Context: an optimization exercise on an open-source flow, tuned for small area. The choices shown serve that exercise and are no tape-out recipe. No functional check of the RTL was part of any run shown here. Power and IR drop assume default switching activity.

File: design/flow/design.v
`timescale 1ns / 1ps
module uart_rx #(
    parameter integer CLK_FREQ = 50_000_000,
    parameter integer BAUD_RATE = 115200,
    parameter integer OVERSAMPLING = 16,
    parameter integer RX_BUFFER_DEPTH = 32
) (
    input  logic        clk_50mhz,
    input  logic        rst_n,
    input  logic        rx_in,
    input  logic        fifo_read,
    output logic [7:0]  rx_data,
    output logic        rx_valid,
    output logic        eos_flag,
    output logic        buffer_full,
    output logic [7:0]  fifo_data,
    output logic        fifo_empty
);
    localparam logic [1:0] IDLE = 2'd0, START_BIT = 2'd1, DATA_BITS = 2'd2, STOP_BIT = 2'd3;
    logic [1:0] state;
    logic [8:0] cnt;
    logic       tick;
    logic       rx_in_d1, rx_in_d2;
    logic [8:0] sh;
    logic [7:0] rx_data_reg;
    logic       rx_valid_reg;
    logic       eos_flag_reg;
    assign tick = &cnt;
    always_ff @(posedge clk_50mhz or negedge rst_n) begin
        if (!rst_n) begin
            rx_in_d1 <= 1'b1;
            rx_in_d2 <= 1'b1;
        end else begin
            rx_in_d1 <= rx_in;
            rx_in_d2 <= rx_in_d1;
        end
    end
    always_ff @(posedge clk_50mhz or negedge rst_n) begin
        if (!rst_n) cnt <= 9'd511;
        else if (state == IDLE && !rx_in_d2) cnt <= 9'd511;
        else if (tick) cnt <= 9'd78;
        else cnt <= cnt + 9'd1;
    end
    always_ff @(posedge clk_50mhz or negedge rst_n) begin
        if (!rst_n) begin
            state        <= IDLE;
            rx_data_reg  <= 8'd0;
            rx_valid_reg <= 1'b0;
            eos_flag_reg <= 1'b0;
        end else begin
            rx_valid_reg <= 1'b0;
            case (state)
                IDLE: if (!rx_in_d2) state <= START_BIT;
                START_BIT: begin
                    eos_flag_reg <= 1'b0;
                    if (cnt == 9'd510) state <= rx_in_d2 ? IDLE : DATA_BITS;
                end
                DATA_BITS: if (tick && sh[0]) begin
                    state       <= STOP_BIT;
                    rx_data_reg <= sh[8:1];
                end
                STOP_BIT: if (tick) begin
                    state        <= IDLE;
                    rx_valid_reg <= 1'b1;
                    if (rx_data_reg == 8'h0D || rx_data_reg == 8'h0A) eos_flag_reg <= 1'b1;
                end
            endcase
        end
    end
    always_ff @(posedge clk_50mhz) begin
        if (state != DATA_BITS) sh <= 9'h100;
        else if (cnt == 9'd294) sh <= {rx_in_d2, sh[8:1]};
    end
    logic [255:0] ring;
    logic [4:0]   rp, wp;
    logic [5:0]   count;
    logic         pending;
    logic         buffer_full_reg;
    logic         wr, rd, ins;
    assign wr  = rx_valid_reg && !buffer_full_reg;
    assign rd  = fifo_read && (count != 6'd0);
    assign ins = pending && (wp == 5'd1);
    always_ff @(posedge clk_50mhz) begin
        ring <= {(ins ? rx_data_reg : ring[7:0]), ring[255:8]};
    end
    always_ff @(posedge clk_50mhz or negedge rst_n) begin
        if (!rst_n) begin
            rp              <= 5'd0;
            wp              <= 5'd0;
            count           <= 6'd0;
            pending         <= 1'b0;
            buffer_full_reg <= 1'b0;
        end else begin
            buffer_full_reg <= (count == 6'd32);
            if (eos_flag_reg) begin
                rp      <= 5'd0;
                wp      <= 5'd0;
                count   <= 6'd0;
                pending <= 1'b0;
            end else begin
                rp <= rd ? rp : rp - 5'd1;
                wp <= wr ? wp : wp - 5'd1;
                if (wr && !rd) count <= count + 6'd1;
                else if (!wr && rd) count <= count - 6'd1;
                if (wr) pending <= 1'b1;
                else if (ins) pending <= 1'b0;
            end
        end
    end
    logic [7:0]  ring_out;
    logic [31:0] rsel;
    always_comb begin
        rsel     = 32'd1 << rp;
        ring_out = 8'd0;
        for (int i = 0; i < 32; i++) ring_out = ring_out | (ring[i*8 +: 8] & {8{rsel[i]}});
    end
    assign rx_data     = rx_data_reg;
    assign rx_valid    = rx_valid_reg;
    assign eos_flag    = eos_flag_reg;
    assign buffer_full = buffer_full_reg;
    assign fifo_data   = (pending && count == 6'd1) ? rx_data_reg : ring_out;
    assign fifo_empty  = (count == 6'd0);
endmodule
`timescale 1ns / 1ps
module uart_tx #(
    parameter integer CLK_FREQ = 50_000_000,
    parameter integer BAUD_RATE = 115200
) (
    input  logic        clk_50mhz,
    input  logic        rst_n,
    input  logic        tx_start,
    input  logic [7:0]  tx_data,
    output logic        tx_out,
    output logic        tx_busy
);
    logic [8:0] cnt;
    logic       tick;
    assign tick = &cnt;
    always_ff @(posedge clk_50mhz or negedge rst_n) begin
        if (!rst_n) cnt <= 9'd511;
        else if (tick) cnt <= 9'd78;
        else cnt <= cnt + 9'd1;
    end
    logic [3:0] seq;
    logic [8:0] sh;      
    logic       busy_q;
    always_ff @(posedge clk_50mhz) begin
        if (!rst_n) begin
            seq    <= 4'd0;
            sh[0]  <= 1'b1;
            busy_q <= 1'b0;
        end else begin
            busy_q <= (seq != 4'd0);
            if (seq == 4'd0) begin
                sh  <= {tx_data, ~tx_start};
                seq <= tx_start ? 4'd5 : 4'd0;
            end else if (tick) begin
                sh  <= {1'b1, sh[8:1]};
                seq <= seq + 4'd1;
            end
        end
    end
    assign tx_out  = sh[0];
    assign tx_busy = busy_q;
endmodule
`timescale 1ns / 1ps
module pwm_gen #(
    parameter integer CLK_FREQ = 50_000_000,
    parameter integer REF_FREQ = 50_000
)(
    input  logic        clk,
    input  logic        rst_n,
    input  logic [1:0]  pow2,
    input  logic [1:0]  pow5,
    input  logic [6:0]  duty_cycle,
    output logic        pwm_out,
    output logic        cycle_done
);
    logic [2:0] c8;
    logic [2:0] k0, k1, k2;      
    logic       ce, u0, u9, mz;
    assign ce = (&c8) & k0[2] & ~k0[0] & k1[2] & k2[2];
    assign u0 = (c8 == 3'd0) & (k0 == 3'd0) & (k1 == 3'd0) & (k2 == 3'd0);
    assign u9 = c8[0] & k0[2] & ~k0[0];
    always_ff @(posedge clk or negedge rst_n) begin
        if (!rst_n) begin
            c8 <= 3'd7;
            k0 <= 3'd5;
            k1 <= 3'd4;
            k2 <= 3'd4;
        end else begin
            c8 <= c8 + 3'd1;
            k0 <= k0[2] ? 3'd0 : k0 + 3'd1;
            if (k0[2]) begin
                k1 <= k1[2] ? 3'd0 : k1 + 3'd1;
                if (k1[2]) k2 <= k2[2] ? 3'd0 : k2 + 3'd1;
            end
        end
    end
    logic [1:0] a2, a5;
    logic [6:0] d;           
    logic       first;       
    logic       asc;         
    assign mz = (a2 == 2'd3 || !c8[0]) && (a2[1] || !c8[1]) && (a2 != 2'd0 || !c8[2]) &&
                (a5 == 2'd3 || k0 == 3'd0) && (a5[1] || k1 == 3'd0) && (a5 != 2'd0 || k2 == 3'd0);
    logic [2:0] p;               
    logic [2:0] q0, q1, q2;      
    logic [2:0] pmask;
    logic       cp, cq0, cq1, last, mid;
    assign pmask = (a2 == 2'd0) ? 3'b000 : (a2 == 2'd1) ? 3'b001 : (a2 == 2'd2) ? 3'b011 : 3'b111;
    assign cp    = (p == pmask);
    assign cq0   = cp  & (a5 == 2'd0 || q0[2]);
    assign cq1   = cq0 & (!a5[1] || q1[2]);
    assign last  = cq1 & (a5 != 2'd3 || q2[2]);
    assign mid   = (p == ((a2 == 2'd0) ? 3'b000 : (a2 == 2'd1) ? 3'b001 : (a2 == 2'd2) ? 3'b010 : 3'b100)) &&
                   (a5 == 2'd0 || q0 == 3'd2) && (!a5[1] || q1 == 3'd2) && (a5 != 2'd3 || q2 == 3'd2);
    assign cycle_done = ce & last;
    logic [10:0] t;
    logic        t_up, t_en, two, t_le1, t_le0, t_lem2, t_lem3, neg_next;
    logic        u1;
    assign u1  = (c8 == 3'd1) & (k0 == 3'd0) & (k1 == 3'd0) & (k2 == 3'd0);
    assign two = asc | ~mid;
    assign t_up = first | asc | (mid & (a2 != 2'd0));
    assign t_en = first ? (mz && d == 7'd0) : (u0 | (u1 & two));
    assign t_le0  = t[10] | (t == 11'd0);
    assign t_le1  = t_le0 | (t == 11'd1);
    assign t_lem2 = t[10] & ~(&t);
    assign t_lem3 = t_lem2 & ~(t == 11'h7FE);
    assign neg_next = asc ? t_lem3 : mid ? ((a2 != 2'd0) ? t_lem2 : t_le0) : t_le1;
    logic [6:0] thr;
    always_comb begin
        unique case ({a2, a5})
            4'b00_00: thr = 7'd1;     
            4'b01_00: thr = 7'd1;     
            4'b10_00: thr = 7'd51;    
            4'b11_00: thr = 7'd76;    
            4'b00_01: thr = 7'd61;    
            4'b01_01: thr = 7'd81;    
            4'b10_01: thr = 7'd91;    
            4'b11_01: thr = 7'd96;    
            4'b00_10: thr = 7'd93;    
            4'b01_10: thr = 7'd97;    
            4'b10_10: thr = 7'd99;    
            4'b00_11: thr = 7'd99;    
            default:  thr = 7'd127;   
        endcase
    end
    always_ff @(posedge clk or negedge rst_n) begin
        if (!rst_n) begin
            a2      <= 2'd0;
            a5      <= 2'd0;
            d       <= 7'd0;
            first   <= 1'b1;
            asc     <= 1'b0;
            p       <= 3'd0;
            q0      <= 3'd0;
            q1      <= 3'd0;
            q2      <= 3'd0;
            pwm_out <= 1'b0;
        end else begin
            if (cycle_done) begin
                a2    <= pow2;
                a5    <= pow5;
                d     <= duty_cycle;
                first <= 1'b1;
                asc   <= 1'b0;
                p     <= 3'd0;
                q0    <= 3'd0;
                q1    <= 3'd0;
                q2    <= 3'd0;
            end else begin
                if (u9 && d != 7'd0) d <= d - 7'd1;
                if (ce) begin
                    first <= 1'b0;
                    p     <= cp ? 3'd0 : ((p + 3'd1) & pmask);
                    if (cp)  q0 <= (a5 == 2'd0 || q0[2]) ? 3'd0 : q0 + 3'd1;
                    if (cq0) q1 <= (!a5[1] || q1[2]) ? 3'd0 : q1 + 3'd1;
                    if (cq1) q2 <= (a5 != 2'd3 || q2[2]) ? 3'd0 : q2 + 3'd1;
                end
                if (ce && mid) asc <= 1'b1;
            end
            if (u0) pwm_out <= first ? (d >= thr) : neg_next;
        end
    end
    always_ff @(posedge clk) begin
        if (cycle_done) t <= -11'sd2;
        else if (t_en) t <= t_up ? t + 11'd1 : t - 11'd1;
    end
endmodule
`timescale 1ns / 1ps
module uart_pwm_top (
    input  logic        clk,
    input  logic        rst_n,
    input  logic        rx_in,
    input  logic        fifo_read,
    output logic [7:0]  rx_data,
    output logic        rx_valid,
    output logic        eos_flag,
    output logic        buffer_full,
    output logic [7:0]  fifo_data,
    output logic        fifo_empty,
    input  logic        tx_start,
    input  logic [7:0]  tx_data,
    output logic        tx_out,
    output logic        tx_busy,
    input  logic [1:0]  pow2,
    input  logic [1:0]  pow5,
    input  logic [6:0]  duty_cycle,
    output logic        pwm_out,
    output logic        cycle_done
);
    uart_rx u_rx (
        .clk_50mhz   (clk),
        .rst_n       (rst_n),
        .rx_in       (rx_in),
        .fifo_read   (fifo_read),
        .rx_data     (rx_data),
        .rx_valid    (rx_valid),
        .eos_flag    (eos_flag),
        .buffer_full (buffer_full),
        .fifo_data   (fifo_data),
        .fifo_empty  (fifo_empty)
    );
    uart_tx u_tx (
        .clk_50mhz (clk),
        .rst_n     (rst_n),
        .tx_start  (tx_start),
        .tx_data   (tx_data),
        .tx_out    (tx_out),
        .tx_busy   (tx_busy)
    );
    pwm_gen u_pwm (
        .clk        (clk),
        .rst_n      (rst_n),
        .pow2       (pow2),
        .pow5       (pow5),
        .duty_cycle (duty_cycle),
        .pwm_out    (pwm_out),
        .cycle_done (cycle_done)
    );
endmodule
File: design/flow/flow/run.sh
#!/bin/bash
# The standard layout (standard.sh) with three changes:
#  * synthesis maps the logic with an area-oriented ABC script (flow/abc.script)
#    in place of ORFS's abc_speed.script; the scripts folder is otherwise
#    ORFS's own, copied here unchanged;
#  * port buffers use the smallest buffer;
#  * clock tree synthesis uses clkbuf_8 and inserts no dummy loads.
set -euo pipefail
rm -rf orfs_scripts
cp -r "$FLOW_HOME/scripts" orfs_scripts
cp flow/abc.script orfs_scripts/abc_speed.script
bash standard.sh \
  "SCRIPTS_DIR=$PWD/orfs_scripts" \
  'BUFFER_PORTS_ARGS=-buffer_cell sky130_fd_sc_hd__buf_1' \
  'CTS_ARGS=-sink_clustering_enable -repair_clock_nets -dont_use_dummy_load -buf_list sky130_fd_sc_hd__clkbuf_8 -sink_clustering_size 16' \
  finish > flow_make.log 2>&1
File: design/flow/flow/abc.script
strash
&get -n
&st
&syn2
&dch -f
&nf -a -R 1000
&put
mfs2
strash
&get -n
&st
&dch -f
&nf -a -R 1000
&put
File: design/flow/standard.sh
#!/bin/bash
# synth_recipe.tcl (not shown) runs the flow's synth.tcl, then flattens the netlist and writes it again
# the make line also repeats each setting of config.mk as NAME=value (left out here)
make -C /OpenROAD-flow-scripts/flow DESIGN_CONFIG=/design/flow/config.mk WORK_HOME=/design/flow/orfs CLKGATE_MAP_FILE= SYNTH_SCRIPT=/design/flow/synth_recipe.tcl "${@:-finish}"
File: design/flow/config.mk
export PLATFORM = sky130hd
export DESIGN_NAME = uart_pwm_top
export DESIGN_NICKNAME = uart_pwm_top
export VERILOG_FILES = /design/flow/design.v
export SDC_FILE = /design/flow/constraint.sdc
export NUM_CORES = 4
export LEC_CHECK = 0
export CAP_MARGIN = 20
export CORE_MARGIN = 2
export CORE_UTILIZATION = 70
export SLEW_MARGIN = 20
File: design/flow/constraint.sdc
create_clock -name core_clock -period 20.0 [get_ports {clk}]
set_input_delay 4.0000 -clock core_clock [delete_from_list [all_inputs] [get_ports {clk}]]
set_output_delay 4.0000 -clock core_clock [all_outputs]
set_load 0.01 [all_outputs]
==> results.ini, run 1 <==
[synth]
synth_area_leaders=dfxtp_1, dfrtp_1, ha_1
ys_seq_elements=378
synth_common_cells=dfxtp_1, nor2_1, nand2_1, a21oi_1
synth_cell_types=52
syn-num-nets=1217
synth_edf_count=8
synth_area_leader_cell=dfxtp_1
synth_area_mm2=0.0130
ys_warn_count=3
synth_top_area_share_pct=43.4
synthFlopType=dfxtp_1
yosysMostFrequentCell=dfxtp_1
postSynthCellCount=1133
async_reset_ff_share_pct=23.3
syn_area_per_cell_um2=11.5
synth_seq_area_share_pct=62.4

[layout]
multi_input_area_mm2=0.00472
fill_cells=1177
diodes=0
largest-register=u_rx.ring
stdcell_count=1470
reg_top3=u_rx.ring x256, u_pwm.t x11
drive_gt1_share_pct=7.33
largest_reg_flops=256
fin_area_mm2=0.0143
fin_nets=1327
seqCellArea_mm2=0.00812
syn2layout_area_growth_pct=9.75

[power_and_ir_drop]
leakage_nw=5.79
pwr-share-clk_pct=33.3
finalPower_mw=1.48
seqPwrFrac_pct=55.5
power_switching_share_pct=26.6
p_switching_uw=394
p_per_area_mw_per_mm2=104
ir_drop_mv=0.112
pwr-share-comb_pct=11.2
p_int_mw=1.09

[global_route]
antenna_found_initial=0
grt.total_usage_pct=31.6
grt_pass1_vias=9311
grt_max_degree=57
grt_pass1_wl_um=48800
grt-ovfl-total=0

[hold_path]
hold_depth=0
min_to=u_rx.ring[106]
min_from=u_rx.ring[114]
min_path_type=flop to flop

[sta]
rsz0062_at_grt=false
fin_crit_ps=7440
fin_ws_ps=12560
hold_viol=0
worst_slew_pin_slew_ps=869
relSlewSlack_pct=41.9
finalSetupViolations=0
finalSetupTns_ps=0
fmax_mhz=134
slew_violations=0
finClkSkew_ps=68.4
fin_crit_sh_pct=37.2

[detailed_routing]
routedWlPerCell_um=20.8
drc=0
wl_um=30600
drt_first_pass_iters=7
drt.antenna.violating_nets=0
first_iter_violations=954
via_per_inst=6.39
vias=9393

[run_status]
status=no timing/DRC/antenna violations

[critical_path]
endpoint_kind=primary output
r2r-end=u_pwm.d[5]
crit_required_ps=16000
critPathKind=flop to primary output
cp_cell_sequence=nor2_1, clkinv_1, ha_1, nand4_1, or2_0, nor2_1, o211ai_1, buf_4, clkinv_1, buf_1
max_stage_delay_ps=530
cp_top_family=simple AND/OR/NAND/NOR gates
critical_path_buf_inv_count=4
worstPathMaxFanout=33
worst-r2r-cell-count=10
cp_slowest_cell=dfrtp_1
regToRegStartpoint=u_pwm.a2[1]
start_kind=flop
critPathArrivalTime_ps=3440
r2r_setup_slack_ps=16990

[clocking]
cts.sinks=378
cts_resized=0
cts_setup_buffers=0
h-tree-depth=2
ctsHoldBuffers=0
cts_buffer_depth=3
numCtsBuffers=55
clock-root-buffer=clkbuf_8
clk_latency_ps=600
clkTransAtPathRegs_ps=70
cts_tree=yes

[die]
io_pins=48
dieArea_mm2=0.0197
start_util_pct=72.0
core_mm2=0.0181
rows=49
die_w_um=140
die_y_um=140

[placement]
place_area_mm2=0.0135
place_hpwl_um=20500
gp_congestion=0.929
place_inst=1415
io_buffers=47
place_ws_ps=13140

[run]
maxCapViolCount=0

-- power groups by stage --
stage,clock [mW],combinational [mW],sequential [mW]
after floorplan,0,0.110,0.830
after global placement,0,0.156,0.834
after detailed placement,0,0.161,0.836
after CTS,0.499,0.163,0.821
after global routing,0.528,0.183,0.826
final,0.493,0.165,0.822
-- cell families after synthesis --
logic type / after synthesis / synth area share [%]
buffers and inverters: 46 / 1.33
xor gates and xnor gates: 25 / 1.68
adders and majority gates: 60 / 5.77
muxes: 19 / 1.71
and+or+nand+nor: 348 / 13.2
DFF: 378 / 62.4
AOI/OAI and AO/OA: 257 / 13.9
-- per-stage QoR --
| stage | hold slack (ps) | util, % |
|---|---|---|
| detailed placement | 336 | 74.8 |
| global route | 311 | 79.0 |
| finish | 293 | 79.0 |
| global placement | 332 | 74.8 |
| CTS | 303 | 79.0 |
| floorplan | 326 | - |
-- worst max-delay path by stage --
stage | slack, ps | start | endpoint | depth (start not counted)
finish | 12560 | u_pwm.a2[1] | cycle_done | 10
global route | 12240 | u_pwm.a2[1] | cycle_done | 10
CTS | 12540 | u_pwm.a2[1] | cycle_done | 10
detailed placement | 13140 | u_pwm.a2[1] | cycle_done | 10
global placement | 13210 | u_pwm.a2[1] | cycle_done | 10
floorplan | 13120 | u_pwm.a2[1] | cycle_done | 8
-- layout by cell type (no fill, tap or decap), types with 12 or more instances in the layout --
cell,n
dfxtp_1,282
nor2_1,85
nand2_1,81
a21oi_1,62
ha_1,60
dfrtp_1,60
clkbuf_8,55
clkinv_1,46
o21ai_0,46
buf_1,46
a222oi_1,45
nand3_1,35
a22oi_1,33
nand4_1,31
dfstp_2,28
and2_0,26
and3_1,22
nor3_1,17
mux2_1,16
or3_1,14
nand2b_1,13
xnor2_1,13
xor2_1,12
-- area by class of cell --
cell class / count / area share [%]
Clock buffer: 55 / 5.30
Inverter: 46 / 1.21
Multi-Input combinational cell: 709 / 33.1
Sequential cell: 378 / 56.9
Tap cell: 229 / 2.01
Timing Repair Buffer: 53 / 1.58
-- per-layer routing --
layer / GRT usage [%] / routed length (um)
met1: 41.5 / 12700
met2: 51.2 / 14300
met3: 5.88 / 2160
met4: 15.0 / 1440
met5: 0 / 0
-- worst reg2reg max path, stage by stage, from the launching register on --
cell and delay [ps]:
dfrtp_1 530, nor2_1 330, clkinv_1 180, ha_1 310
nand4_1 130, or2_0 310, nor2_1 420, o211ai_1 160
buf_4 260, nor2_1 190, a21oi_1 60
==> run 2, diff against run 1 <==
--- a/design/flow/flow/run.sh
+++ b/design/flow/flow/run.sh
@@ -12,5 +12,5 @@
 bash standard.sh \
   "SCRIPTS_DIR=$PWD/orfs_scripts" \
   'BUFFER_PORTS_ARGS=-buffer_cell sky130_fd_sc_hd__buf_1' \
-  'CTS_ARGS=-sink_clustering_enable -repair_clock_nets -dont_use_dummy_load -buf_list sky130_fd_sc_hd__clkbuf_8 -sink_clustering_size 16' \
+  'CTS_ARGS=-sink_clustering_enable -repair_clock_nets -dont_use_dummy_load -buf_list sky130_fd_sc_hd__clkbuf_8' \
   finish > flow_make.log 2>&1
==> run 2 against run 1 <==
Against the previous run:
- clock-buffer cell count is the same
- synthesized cell count stayed put
- worst hold slack worse by 4.2 ps
- final cell count stayed put
- sequential share of layout area unchanged
- power is 0.11% lower
- critical endpoint is now fifo_data[6]
- non-clock buffer count is the same
- via count decreased by 0.40%
==> results.ini, run 2 <==
[sta]
finalSetupTns_ps=0
finalSetupViolations=0
slew_violations=0
fin_crit_ps=7470
hold_viol=0
rsz0062_at_grt=false
finClkSkew_ps=64.9
fmax_mhz=134
fin_crit_sh_pct=37.3
relSlewSlack_pct=42.4
worst_slew_pin_slew_ps=861

[run]
maxCapViolCount=0

[run_status]
status=no timing/DRC/antenna violations

[placement]
place_area_mm2=0.0135
gp_congestion=0.929
place_inst=1415
place_hpwl_um=20500
io_buffers=47

[detailed_routing]
drt.antenna.violating_nets=0
routedWlPerCell_um=20.8
vias=9355
via_per_inst=6.36
wl_um=30600
drc=0
drt_first_pass_iters=9
first_iter_violations=952

[synth]
syn_area_per_cell_um2=11.5
synthFlopType=dfxtp_1
synth_area_mm2=0.0130
synth_common_cells=dfxtp_1, nor2_1, nand2_1, a21oi_1
synth_edf_count=8
ys_warn_count=3
synth_area_leaders=dfxtp_1, dfrtp_1, ha_1
syn-num-nets=1217
postSynthCellCount=1133
synth_cell_types=52
synth_area_leader_cell=dfxtp_1
async_reset_ff_share_pct=23.3
ys_seq_elements=378
yosysMostFrequentCell=dfxtp_1
synth_seq_area_share_pct=62.4
synth_top_area_share_pct=43.4

[layout]
largest_reg_flops=256
stdcell_count=1470
utilization_pct=79.0
diodes=0
syn2layout_area_growth_pct=9.75
reg_top3=u_rx.ring x256, u_pwm.t x11
fin_nets=1327
fin_area_mm2=0.0143
drive_gt1_share_pct=7.33
largest-register=u_rx.ring
mostFrequentLayoutCells=dfxtp_1, nor2_1, nand2_1
final_common_cell=dfxtp_1

[power_and_ir_drop]
p_per_area_mw_per_mm2=104
leakage_nw=5.79
ir_drop_mv=0.112

[clocking]
numCtsBuffers=55
cts_tree=yes
cts_setup_buffers=0
clk_latency_ps=590
clkTransAtPathRegs_ps=60
cts.sinks=378
cts_buffer_depth=3
clock-root-buffer=clkbuf_8
cts_resized=0
h-tree-depth=2
ctsHoldBuffers=0

[critical_path]
regToRegStartpoint=u_pwm.a2[1]
cp_common_cell=nor2b_1
start_kind=flop
endpoint_kind=primary output
critPathArrivalTime_ps=3470
critPathKind=flop to primary output
critical_path.startpoint=u_rx.rp[4]
worstPathMaxFanout=14
cp_cell_sequence=nor2b_1, nor2b_1, and2_0, a222oi_1, nand4_1, a2111oi_0, a21oi_1, buf_1
crit_required_ps=16000
cp_slowest_cell=a2111oi_0
max_stage_delay_ps=720

[die]
core_mm2=0.0181
io_pins=48
die_w_um=140
die_y_um=140
rows=49
start_util_pct=72.0
dieArea_mm2=0.0197

[global_route]
grt_max_degree=57
grt_pass1_wl_um=48800
grt_pass1_vias=9308
grt-ovfl-total=0
grt.total_usage_pct=31.6
antenna_found_initial=0

[hold_path]
min_from=u_rx.ring[114]
min_path_type=flop to flop

run 2: cell counts in the layout (fill, tap and decap cells not counted):
No cell type changed its count.
run 2: logic make-up (layout without fill, tap and decap cells):
kind of cell	count (synthesis)	in the layout	share of synthesized area, %
AO/OA/AOI/OAI	257	257	13.9
XOR/XNOR	25	25	1.68
adder cells (fa/ha/maj)	60	60	5.77
buffers and inverters	46	154	1.33
flip-flops	378	378	62.4
multiplexers	19	19	1.71
AND/OR/NAND/NOR	348	348	13.2
run 2: layout make-up:
cell class	count	area (um^2)
Sequential cell	378	8120
Clock buffer	55	757
Timing Repair Buffer	53	225
Tap cell	229	287
Multi-Input combinational cell	709	4720
Fill cell	1177	3800
Inverter	46	173
run 2: metal layers:
metal / wire (um) / GRT usage [%] / up-vias
met5: 0 / 0 / -
met3: 2260 / 5.88 / 106
met1: 12600 / 41.4 / 4460
met4: 1420 / 15.0 / 0
met2: 14300 / 51.2 / 420
li1: - / - / 4369
run 2: final timing paths:
check                                 endpoint  slack, ps  cells past startpoint
hold reg to reg                 u_rx.ring[106]        290                      0
setup / recovery                  fifo_data[6]      12530                      8
max in group asynchronous          u_pwm.k1[0]      15450                      2
hold / removal                  u_rx.ring[106]        290                      0
min in group asynchronous  u_rx.rx_data_reg[0]       3430                      1
setup reg to reg                    u_pwm.d[5]      16990                     10
run 2: critical path, delay by kind of cell (launching register included):
| kind | cells | cell delay [ps] |
|---|---|---|
| AO/OA/AOI/OAI | 3 | 1340 |
| AND/OR/NAND/NOR | 4 | 860 |
| flip-flops | 1 | 550 |
| buffers and inverters | 1 | 170 |
run 2: metrics by stage:
step                total power [mW]  worst slack [ps]  hold WS [ps]
finish                          1.48             12530           289
global route                    1.54             12240           311
CTS                             1.48             12540           303
detailed placement             0.996             13140           336
global placement               0.990             13210           332
floorplan                      0.940             13120           326
run 2: power by group:
part           switching, mW  internal, mW
clock                  0.250         0.242
combinational          0.111        0.0546
sequential            0.0314         0.791
==> run 3, diff against run 2 <==
--- a/design/flow/design.v
+++ b/design/flow/design.v
@@ -26,7 +26,7 @@
     logic       rx_valid_reg;
     logic       eos_flag_reg;
     assign tick = &cnt;
-    always_ff @(posedge clk_50mhz or negedge rst_n) begin
+    always_ff @(posedge clk_50mhz) begin
         if (!rst_n) begin
             rx_in_d1 <= 1'b1;
             rx_in_d2 <= 1'b1;
@@ -35,13 +35,11 @@
             rx_in_d2 <= rx_in_d1;
         end
     end
-    always_ff @(posedge clk_50mhz or negedge rst_n) begin
-        if (!rst_n) cnt <= 9'd511;
-        else if (state == IDLE && !rx_in_d2) cnt <= 9'd511;
-        else if (tick) cnt <= 9'd78;
-        else cnt <= cnt + 9'd1;
+    always_ff @(posedge clk_50mhz) begin
+        if (!rst_n || (state == IDLE && !rx_in_d2) || cnt == 9'h149) cnt <= 9'h1FF;
+        else cnt <= {cnt[7:0], cnt[8] ^ cnt[4]};
     end
-    always_ff @(posedge clk_50mhz or negedge rst_n) begin
+    always_ff @(posedge clk_50mhz) begin
         if (!rst_n) begin
             state        <= IDLE;
             rx_data_reg  <= 8'd0;
@@ -53,7 +51,7 @@
                 IDLE: if (!rx_in_d2) state <= START_BIT;
                 START_BIT: begin
                     eos_flag_reg <= 1'b0;
-                    if (cnt == 9'd510) state <= rx_in_d2 ? IDLE : DATA_BITS;
+                    if (cnt == 9'h149) state <= rx_in_d2 ? IDLE : DATA_BITS;
                 end
                 DATA_BITS: if (tick && sh[0]) begin
                     state       <= STOP_BIT;
@@ -69,48 +67,98 @@
     end
     always_ff @(posedge clk_50mhz) begin
         if (state != DATA_BITS) sh <= 9'h100;
-        else if (cnt == 9'd294) sh <= {rx_in_d2, sh[8:1]};
+        else if (cnt == 9'h1B2) sh <= {rx_in_d2, sh[8:1]};
     end
+    function automatic [4:0] nxt(input [4:0] x);
+        nxt = {x[3:0], x[4] ^ x[2] ^ (x[3:0] == 4'd0)};
+    endfunction
     logic [255:0] ring;
-    logic [4:0]   rp, wp;
-    logic [5:0]   count;
-    logic         pending;
+    logic [4:0]   rp, wp, rp_n, wp_n;
+    logic         empty, full, pending, byp;
     logic         buffer_full_reg;
-    logic         wr, rd, ins;
-    assign wr  = rx_valid_reg && !buffer_full_reg;
-    assign rd  = fifo_read && (count != 6'd0);
-    assign ins = pending && (wp == 5'd1);
+    logic         wr, rd, ins, eq_n;
+    assign wr   = rx_valid_reg && !buffer_full_reg;
+    assign rd   = fifo_read && !empty;
+    assign ins  = pending && (wp == 5'd16);      
+    assign rp_n = rd ? rp : nxt(rp);
+    assign wp_n = wr ? wp : nxt(wp);
+    assign eq_n = (rp_n == wp_n);
     always_ff @(posedge clk_50mhz) begin
         ring <= {(ins ? rx_data_reg : ring[7:0]), ring[255:8]};
     end
-    always_ff @(posedge clk_50mhz or negedge rst_n) begin
+    always_ff @(posedge clk_50mhz) begin
         if (!rst_n) begin
             rp              <= 5'd0;
             wp              <= 5'd0;
-            count           <= 6'd0;
+            empty           <= 1'b1;
+            full            <= 1'b0;
             pending         <= 1'b0;
+            byp             <= 1'b0;
             buffer_full_reg <= 1'b0;
         end else begin
-            buffer_full_reg <= (count == 6'd32);
+            buffer_full_reg <= full;
             if (eos_flag_reg) begin
                 rp      <= 5'd0;
                 wp      <= 5'd0;
-                count   <= 6'd0;
+                empty   <= 1'b1;
+                full    <= 1'b0;
                 pending <= 1'b0;
+                byp     <= 1'b0;
             end else begin
-                rp <= rd ? rp : rp - 5'd1;
-                wp <= wr ? wp : wp - 5'd1;
-                if (wr && !rd) count <= count + 6'd1;
-                else if (!wr && rd) count <= count - 6'd1;
-                if (wr) pending <= 1'b1;
-                else if (ins) pending <= 1'b0;
+                rp <= rp_n;
+                wp <= wp_n;
+                if (wr && !rd) begin
+                    empty <= 1'b0;
+                    full  <= eq_n;
+                end else if (rd && !wr) begin
+                    empty <= eq_n;
+                    full  <= 1'b0;
+                end
+                if (wr) begin
+                    pending <= 1'b1;
+                    byp     <= empty;    
+                end else if (ins) begin
+                    pending <= 1'b0;
+                    byp     <= 1'b0;
+                end
             end
         end
     end
     logic [7:0]  ring_out;
     logic [31:0] rsel;
+    assign rsel[ 0] = (rp == 5'd0);
+    assign rsel[31] = (rp == 5'd1);
+    assign rsel[30] = (rp == 5'd2);
+    assign rsel[29] = (rp == 5'd4);
+    assign rsel[28] = (rp == 5'd9);
+    assign rsel[27] = (rp == 5'd18);
+    assign rsel[26] = (rp == 5'd5);
+    assign rsel[25] = (rp == 5'd11);
+    assign rsel[24] = (rp == 5'd22);
+    assign rsel[23] = (rp == 5'd12);
+    assign rsel[22] = (rp == 5'd25);
+    assign rsel[21] = (rp == 5'd19);
+    assign rsel[20] = (rp == 5'd7);
+    assign rsel[19] = (rp == 5'd15);
+    assign rsel[18] = (rp == 5'd31);
+    assign rsel[17] = (rp == 5'd30);
+    assign rsel[16] = (rp == 5'd28);
+    assign rsel[15] = (rp == 5'd24);
+    assign rsel[14] = (rp == 5'd17);
+    assign rsel[13] = (rp == 5'd3);
+    assign rsel[12] = (rp == 5'd6);
+    assign rsel[11] = (rp == 5'd13);
+    assign rsel[10] = (rp == 5'd27);
+    assign rsel[ 9] = (rp == 5'd23);
+    assign rsel[ 8] = (rp == 5'd14);
+    assign rsel[ 7] = (rp == 5'd29);
+    assign rsel[ 6] = (rp == 5'd26);
+    assign rsel[ 5] = (rp == 5'd21);
+    assign rsel[ 4] = (rp == 5'd10);
+    assign rsel[ 3] = (rp == 5'd20);
+    assign rsel[ 2] = (rp == 5'd8);
+    assign rsel[ 1] = (rp == 5'd16);
     always_comb begin
-        rsel     = 32'd1 << rp;
         ring_out = 8'd0;
         for (int i = 0; i < 32; i++) ring_out = ring_out | (ring[i*8 +: 8] & {8{rsel[i]}});
     end
@@ -118,8 +166,8 @@
     assign rx_valid    = rx_valid_reg;
     assign eos_flag    = eos_flag_reg;
     assign buffer_full = buffer_full_reg;
-    assign fifo_data   = (pending && count == 6'd1) ? rx_data_reg : ring_out;
-    assign fifo_empty  = (count == 6'd0);
+    assign fifo_data   = byp ? rx_data_reg : ring_out;
+    assign fifo_empty  = empty;
 endmodule
 `timescale 1ns / 1ps
 module uart_tx #(
@@ -136,10 +184,9 @@
     logic [8:0] cnt;
     logic       tick;
     assign tick = &cnt;
-    always_ff @(posedge clk_50mhz or negedge rst_n) begin
-        if (!rst_n) cnt <= 9'd511;
-        else if (tick) cnt <= 9'd78;
-        else cnt <= cnt + 9'd1;
+    always_ff @(posedge clk_50mhz) begin
+        if (!rst_n || cnt == 9'h149) cnt <= 9'h1FF;
+        else cnt <= {cnt[7:0], cnt[8] ^ cnt[4]};
     end
     logic [3:0] seq;
     logic [8:0] sh;      
@@ -182,7 +229,7 @@
     assign ce = (&c8) & k0[2] & ~k0[0] & k1[2] & k2[2];
     assign u0 = (c8 == 3'd0) & (k0 == 3'd0) & (k1 == 3'd0) & (k2 == 3'd0);
     assign u9 = c8[0] & k0[2] & ~k0[0];
-    always_ff @(posedge clk or negedge rst_n) begin
+    always_ff @(posedge clk) begin
         if (!rst_n) begin
             c8 <= 3'd7;
             k0 <= 3'd5;
@@ -245,7 +292,7 @@
             default:  thr = 7'd127;   
         endcase
     end
-    always_ff @(posedge clk or negedge rst_n) begin
+    always_ff @(posedge clk) begin
         if (!rst_n) begin
             a2      <= 2'd0;
             a5      <= 2'd0;
==> design/flow/flow/run.sh (replaced) <==
#!/bin/bash
# The standard layout (standard.sh) with these changes:
#  * synthesis maps the logic with an area-oriented ABC script (flow/abc.script)
#    in place of ORFS's abc_speed.script; the scripts folder is otherwise
#    ORFS's own, copied here unchanged;
#  * synthesis leaves adders to ABC (no ADDER_MAP_FILE half/full-adder cells);
#  * port buffers use the smallest buffer;
#  * clock tree synthesis uses clkbuf_8, clusters of up to 16 sinks and no
#    dummy loads.
set -euo pipefail
rm -rf orfs_scripts
cp -r "$FLOW_HOME/scripts" orfs_scripts
cp flow/abc.script orfs_scripts/abc_speed.script
bash standard.sh \
  "SCRIPTS_DIR=$PWD/orfs_scripts" \
  'ADDER_MAP_FILE=' \
  'BUFFER_PORTS_ARGS=-buffer_cell sky130_fd_sc_hd__buf_1' \
  'CTS_ARGS=-sink_clustering_enable -repair_clock_nets -dont_use_dummy_load -buf_list sky130_fd_sc_hd__clkbuf_8 -sink_buffer_max_cap_derate 0.03' \
  finish > flow_make.log 2>&1
==> run 3 against run 2 <==
Against the previous run:
- still clean
- sequential cell count rose by 4
- first-iteration DRC count fell by 1.8%
- sequential share of layout area rose by 2.3 points
- clock skew barely moved
- clock power barely moved
- non-clock buffer count rose by 5
- combinational power fell by 35%
- power fell by 4.0%
- worst hold slack improved by 7.5 ps
- register-to-register slack got worse by 1100 ps
- sequential power barely moved
==> results.ini, run 3 <==
[global_route]
grt_max_degree=45
grt_pass1_vias=8713
grt_pass1_wl_um=45800
antenna_found_initial=0
grt-ovfl-total=0
grt.total_usage_pct=33.0

[synth]
synthFlopType=dfxtp_1
synth_common_cells=dfxtp_1, nand2_1, nor2_1, o21ai_0, a21oi_1
ys_seq_elements=382
synth_edf_count=8
postSynthCellCount=1077
synth_area_leader_cell=dfxtp_1
syn-num-nets=1101
synth_seq_area_share_pct=65.7
synth_cell_types=52
ys_warn_count=3
syn_area_per_cell_um2=10.9
synth_area_mm2=0.0118
synth_area_leaders=dfxtp_1, a222oi_1, nand2_1
async_reset_ff_share_pct=0
synth_top_area_share_pct=63.6
yosysMostFrequentCell=dfxtp_1

[detailed_routing]
first_iter_violations=935
wl_um=29000
routedWlPerCell_um=20.5
drc=0
via_per_inst=6.28
drt_first_pass_iters=10
vias=8859
drt.antenna.violating_nets=0

[sta]
fin_ws_ps=12650
worst_slew_pin_slew_ps=1180
fmax_mhz=136
slew_violations=0
fin_crit_ps=7350
relSlewSlack_pct=20.8
finClkSkew_ps=64.8
rsz0062_at_grt=false
hold_viol=0
fin_crit_sh_pct=36.8
finalSetupViolations=0
finalSetupTns_ps=0

[clocking]
clk_latency_ps=590
clkTransAtPathRegs_ps=60
cts_tree=yes
cts.sinks=382
numCtsBuffers=55
ctsHoldBuffers=0
h-tree-depth=2
cts_setup_buffers=0
cts_buffer_depth=3
clock-root-buffer=clkbuf_8
cts_resized=0

[layout]
multi_input_area_mm2=0.00396
fin_area_mm2=0.0131
fin_nets=1216
mostFrequentLayoutCells=dfxtp_1, nand2_1, nor2_1
reg_top3=u_rx.ring x256, u_pwm.t x11
largest-register=u_rx.ring
largest_reg_flops=256
stdcell_count=1410
final_common_cell=dfxtp_1
utilization_pct=79.0
diodes=0
fill_cells=1072
syn2layout_area_growth_pct=11.0
seqCellArea_mm2=0.00773
drive_gt1_share_pct=5.63

[critical_path]
crit_required_ps=16000
critPathKind=flop to primary output
critPathArrivalTime_ps=3350
start_kind=flop
endpoint_kind=primary output
worstPathMaxFanout=22

[die]
io_pins=48
start_util_pct=71.2
rows=47
dieArea_mm2=0.0179
die_y_um=134
die_w_um=134
core_mm2=0.0165

[power_and_ir_drop]
p_per_area_mw_per_mm2=109
ir_drop_mv=0.0737
leakage_nw=4.98

[hold_path]
min_path_type=flop to flop

[placement]
place_area_mm2=0.0123
gp_congestion=0.854
place_hpwl_um=18800
io_buffers=47
place_inst=1355
place_ws_ps=13250

[run_status]
status=no timing/DRC/antenna violations

[run]
maxCapViolCount=0

[run 3: cell type report]
type	instances	share of cell area [%]
Inverter	21	0.604
Multi-Input combinational cell	674	30.3
Clock buffer	55	5.80
Sequential cell	382	59.2
Timing Repair Buffer	58	1.99
Tap cell	220	2.11
[run 3: power breakdown]
group	switching, mW	total, mW	internal [mW]	leakage, nW
Sequential	0.0241	0.820	0.796	3.10
Clock	0.250	0.492	0.242	0.395
Combinational	0.0652	0.108	0.0424	1.49
[run 3: per-layer routing]
metal,global-route usage [%],vias up,share of wire (%)
met1,42.7,4122,41
met2,52.9,450,46
met5,0,-,0
li1,-,4187,-
met3,7.19,100,8.6
met4,16.0,0,4.6
[run 3: worst max-delay path, cell delays in order (launching register included)]
cell and delay [ps]:
dfxtp_1 550, nand2_1 130, nor2_1 120, a21oi_1 60
o41ai_1 70, o21ai_0 180, nor2_1 230, o21ai_0 260
nor2_1 400, o21ai_1 130, buf_4 230, clkinv_1 270
buf_1 190
[run 3: worst paths after layout]
| check | from | end | slack, ps | cells past startpoint |
|---|---|---|---|---|
| hold / removal | u_rx.ring[249] | u_rx.ring[241] | 300 | 0 |
| hold reg to reg | u_rx.ring[249] | u_rx.ring[241] | 300 | 0 |
| setup reg to reg | u_pwm.a2[1] | u_pwm.thr[4] | 15920 | 18 |
| setup / recovery | u_pwm.a2[1] | cycle_done | 12650 | 12 |
[run 3: cells by family after synthesis]
logic type | Yosys count | synth area share (%)
compound gates | 277 | 16.2
flops | 382 | 65.7
simple gates | 357 | 14.3
fa+ha+maj | 2 | 0.170
mux | 16 | 1.40
buf+inv | 21 | 0.670
xor+xnor | 22 | 1.64
[run 3: stage by stage]
| step | hold slack (ps) | total power, mW |
|---|---|---|
| final | 296 | 1.42 |
| after global routing | 310 | 1.48 |
| after CTS | 297 | 1.42 |
| after detailed placement | 335 | 0.942 |
| after global placement | 330 | 0.939 |
| after floorplan | 327 | 0.909 |
==> run 4, diff against run 3 <==
--- a/design/flow/design.v
+++ b/design/flow/design.v
@@ -274,24 +274,19 @@
     assign t_lem2 = t[10] & ~(&t);
     assign t_lem3 = t_lem2 & ~(t == 11'h7FE);
     assign neg_next = asc ? t_lem3 : mid ? ((a2 != 2'd0) ? t_lem2 : t_le0) : t_le1;
-    logic [6:0] thr;
-    always_comb begin
-        unique case ({a2, a5})
-            4'b00_00: thr = 7'd1;     
-            4'b01_00: thr = 7'd1;     
-            4'b10_00: thr = 7'd51;    
-            4'b11_00: thr = 7'd76;    
-            4'b00_01: thr = 7'd61;    
-            4'b01_01: thr = 7'd81;    
-            4'b10_01: thr = 7'd91;    
-            4'b11_01: thr = 7'd96;    
-            4'b00_10: thr = 7'd93;    
-            4'b01_10: thr = 7'd97;    
-            4'b10_10: thr = 7'd99;    
-            4'b00_11: thr = 7'd99;    
-            default:  thr = 7'd127;   
-        endcase
-    end
+    logic [15:0] nsel;
+    logic        pwm0;
+    assign nsel = 16'd1 << {a5, a2};
+    assign pwm0 = (nsel[0] | nsel[1]) & (d != 7'd0)    
+                | nsel[2]  & (d >= 7'd51)               
+                | nsel[3]  & (d >= 7'd76)               
+                | nsel[4]  & (d >= 7'd61)               
+                | nsel[5]  & (d >= 7'd81)               
+                | nsel[6]  & (d >= 7'd91)               
+                | nsel[7]  & (d >= 7'd96)               
+                | nsel[8]  & (d >= 7'd93)               
+                | nsel[9]  & (d >= 7'd97)               
+                | (nsel[10] | nsel[12]) & (d >= 7'd99);   
     always_ff @(posedge clk) begin
         if (!rst_n) begin
             a2      <= 2'd0;
@@ -326,7 +321,7 @@
                 end
                 if (ce && mid) asc <= 1'b1;
             end
-            if (u0) pwm_out <= first ? (d >= thr) : neg_next;
+            if (u0) pwm_out <= first ? pwm0 : neg_next;
         end
     end
     always_ff @(posedge clk) begin
--- a/design/flow/flow/run.sh
+++ b/design/flow/flow/run.sh
@@ -15,5 +15,5 @@
   "SCRIPTS_DIR=$PWD/orfs_scripts" \
   'ADDER_MAP_FILE=' \
   'BUFFER_PORTS_ARGS=-buffer_cell sky130_fd_sc_hd__buf_1' \
-  'CTS_ARGS=-sink_clustering_enable -repair_clock_nets -dont_use_dummy_load -buf_list sky130_fd_sc_hd__clkbuf_8 -sink_buffer_max_cap_derate 0.03' \
+  'CTS_ARGS=-sink_clustering_enable -repair_clock_nets -dont_use_dummy_load -buf_list sky130_fd_sc_hd__clkbuf_16 -sink_clustering_size 24 -sink_clustering_max_diameter 80' \
   finish > flow_make.log 2>&1
==> run 4 against run 3 <==
Against the previous run:
- still clean on timing, DRC and antenna
- die area decreased by 1.2%
- synthesized area decreased by 1.2%
- non-clock buffer count decreased by 5
- wire length decreased by 3.9%
- worst hold slack improved by 32 ps
- largest cell class unchanged
- largest power group unchanged
==> results.ini, run 4 <==
[clocking]
cts.sinks=375
clk_latency_ps=520
numCtsBuffers=19
clock-root-buffer=clkbuf_16
cts_setup_buffers=0
cts_resized=0
cts_buffer_depth=3
cts_tree=yes
ctsHoldBuffers=0
clkTransAtPathRegs_ps=90
h-tree-depth=1

[layout]
drive_gt1_share_pct=2.43
reg_top3=u_rx.ring x256, u_pwm.t x11
utilization_pct=76.8
mostFrequentLayoutCells=dfxtp_1, nor2_1, nand2_1
seqCellArea_mm2=0.00759
syn2layout_area_growth_pct=8.47
largest-register=u_rx.ring
multi_input_area_mm2=0.00398
fill_cells=1102
largest_reg_flops=256
fin_area_mm2=0.0126
fin_nets=1176
stdcell_count=1370
final_common_cell=dfxtp_1
diodes=0

[detailed_routing]
wl_um=27800
route.met2.wl_um=13200
vias=8712
drc=0
drt.antenna.violating_nets=0
wl_met3_um=2290
via_per_inst=6.36
routedWlPerCell_um=20.3
drt_first_pass_iters=9
wl_met1_um=11100
first_iter_violations=944
top_layer=met4

[run]
maxCapViolCount=0

[sta]
hold_viol=0
relSlewSlack_pct=20.1
slew_violations=0
finClkSkew_ps=40.1
finalSetupTns_ps=0
worst_hold_slack_ps=329
fin_ws_ps=12790
rsz0062_at_grt=false
finalSetupViolations=0
fmax_mhz=139
fin_crit_ps=7210
worst_slew_pin_slew_ps=1190
fin_crit_sh_pct=36.0

[global_route]
grt_pass1_vias=8158
grt-ovfl-total=0
grt.total_usage_pct=31.4
grt_pass1_wl_um=43500
antenna_found_initial=0
grt_max_degree=43

[placement]
place_area_mm2=0.0121
place_inst=1351
io_buffers=47
gp_congestion=0.877
place_ws_ps=13380
place_hpwl_um=18100

[critical_path]
critPathKind=flop to primary output
endpoint_kind=primary output
critical_path_buf_inv_count=1
start_kind=flop
critical_path.startpoint=u_pwm.k0[2]
cp_slowest_cell=a2111oi_0
crit_path_end=cycle_done
crit_required_ps=16000
r2r-end=u_pwm.t[7]
cp.depth=6
max_stage_delay_ps=880
r2r_setup_slack_ps=16790
cp_cell_sequence=and2_0, nand3_1, a2111oi_0, o21ai_0, nor3_1, buf_1
cp_top_family=compound AO/OA/AOI/OAI gates
worstPathMaxFanout=9
regToRegStartpoint=u_pwm.a2[1]
worst-r2r-cell-count=11
critPathArrivalTime_ps=3210

[power_and_ir_drop]
leakage_nw=4.59
finalPower_mw=1.30
p_per_area_mw_per_mm2=103
ir_drop_mv=0.0864

[die]
rows=47
die_w_um=133
die_y_um=133
io_pins=48
start_util_pct=70.8
dieArea_mm2=0.0176
core_mm2=0.0164

[synth]
synth_area_leaders=dfxtp_1, a222oi_1, nor2_1
synth_top_area_share_pct=63.2
synth_area_leader_cell=dfxtp_1
async_reset_ff_share_pct=0
synth_common_cells=dfxtp_1, nor2_1, nand2_1, o21ai_0, a21oi_1
syn_area_per_cell_um2=10.8
ys_seq_elements=375
synthFlopType=dfxtp_1
synth_cell_types=50
yosysMostFrequentCell=dfxtp_1
postSynthCellCount=1078
synth_seq_area_share_pct=65.3
syn-num-nets=1102
ys_warn_count=3
synth_edf_count=8
synth_area_mm2=0.0116

[run_status]
status=no timing/DRC/antenna violations

[hold_path]
min_from=u_rx.ring[53]
min_path_type=flop to flop

run 4: layout make-up:
class,instances,area share [%]
clock buffer,19,3.77
inverter,18,0.536
multi-input combinational,685,31.6
sequential,375,60.2
tap,220,2.18
timing repair buffer,53,1.77
run 4: how the worst min path moves through the flow:
| stage | end | slack [ps] | cells after the start |
|---|---|---|---|
| after detailed placement | u_rx.ring[177] | 340 | 0 |
| final | u_rx.ring[45] | 330 | 0 |
| after CTS | u_rx.ring[45] | 340 | 0 |
| after global placement | u_rx.ring[237] | 330 | 0 |
| after floorplan | u_rx.ring[101] | 330 | 0 |
| after global routing | u_rx.ring[58] | 340 | 0 |
run 4: cells by family after synthesis:
| family | after synthesis | synth area share [%] |
|---|---|---|
| DFF | 375 | 65.3 |
| muxes | 11 | 0.947 |
| xor gates and xnor gates | 15 | 1.13 |
| buffers and inverters | 18 | 0.581 |
| and+or+nand+nor | 369 | 15.0 |
| AOI/OAI and AO/OA | 290 | 17.1 |
run 4: per-layer routing:
metal	vias to the layer above	GRT usage (%)
met5	-	0
met4	0	13.2
met3	95	6.02
met2	404	52.8
met1	4066	40.1
li1	4147	-
run 4: report_power, final:
part           leakage [nW]  switching [mW]  internal (mW)  total, mW
combinational          1.31          0.0647         0.0389      0.104
sequential             3.04          0.0248          0.780      0.805
clock                 0.234           0.217          0.170      0.387

-- afterwards: timing with drivers on the ports --
The flow's constraints put no driver on any port. The routed layouts listed below were extracted and timed again, unchanged, in two steps.
Step 1 (the two cells are an assumption about what drives the block):
set clk [get_ports {clk}]
set_driving_cell -lib_cell sky130_fd_sc_hd__clkbuf_16 $clk
set_driving_cell -lib_cell sky130_fd_sc_hd__buf_2 [delete_from_list [all_inputs] $clk]
Step 2 adds t to the input delays and takes it off the output delays; t is the mean of the earliest and latest rising clock arrival at the registers after step 1. Input paths then give back, and output paths get back, about the clock's delay inside the block.
Slacks: ideal / step 1 / step 2; pairs: ideal / step 1.
run | t, ns | setup slack, ns | worst slew at a driven data input, ns
run 1 | 0.600 | 12.556 / 12.514 / 13.114 | 0.03
run 2 | 0.598 | 12.531 / 12.489 / 13.087 | 0.03
run 3 | 0.594 | 12.646 / 12.607 / 13.200 | 0.03
run 4 | 0.548 | 12.793 / 12.748 / 13.296 | 0.03
After both steps every run listed still meets setup and hold.
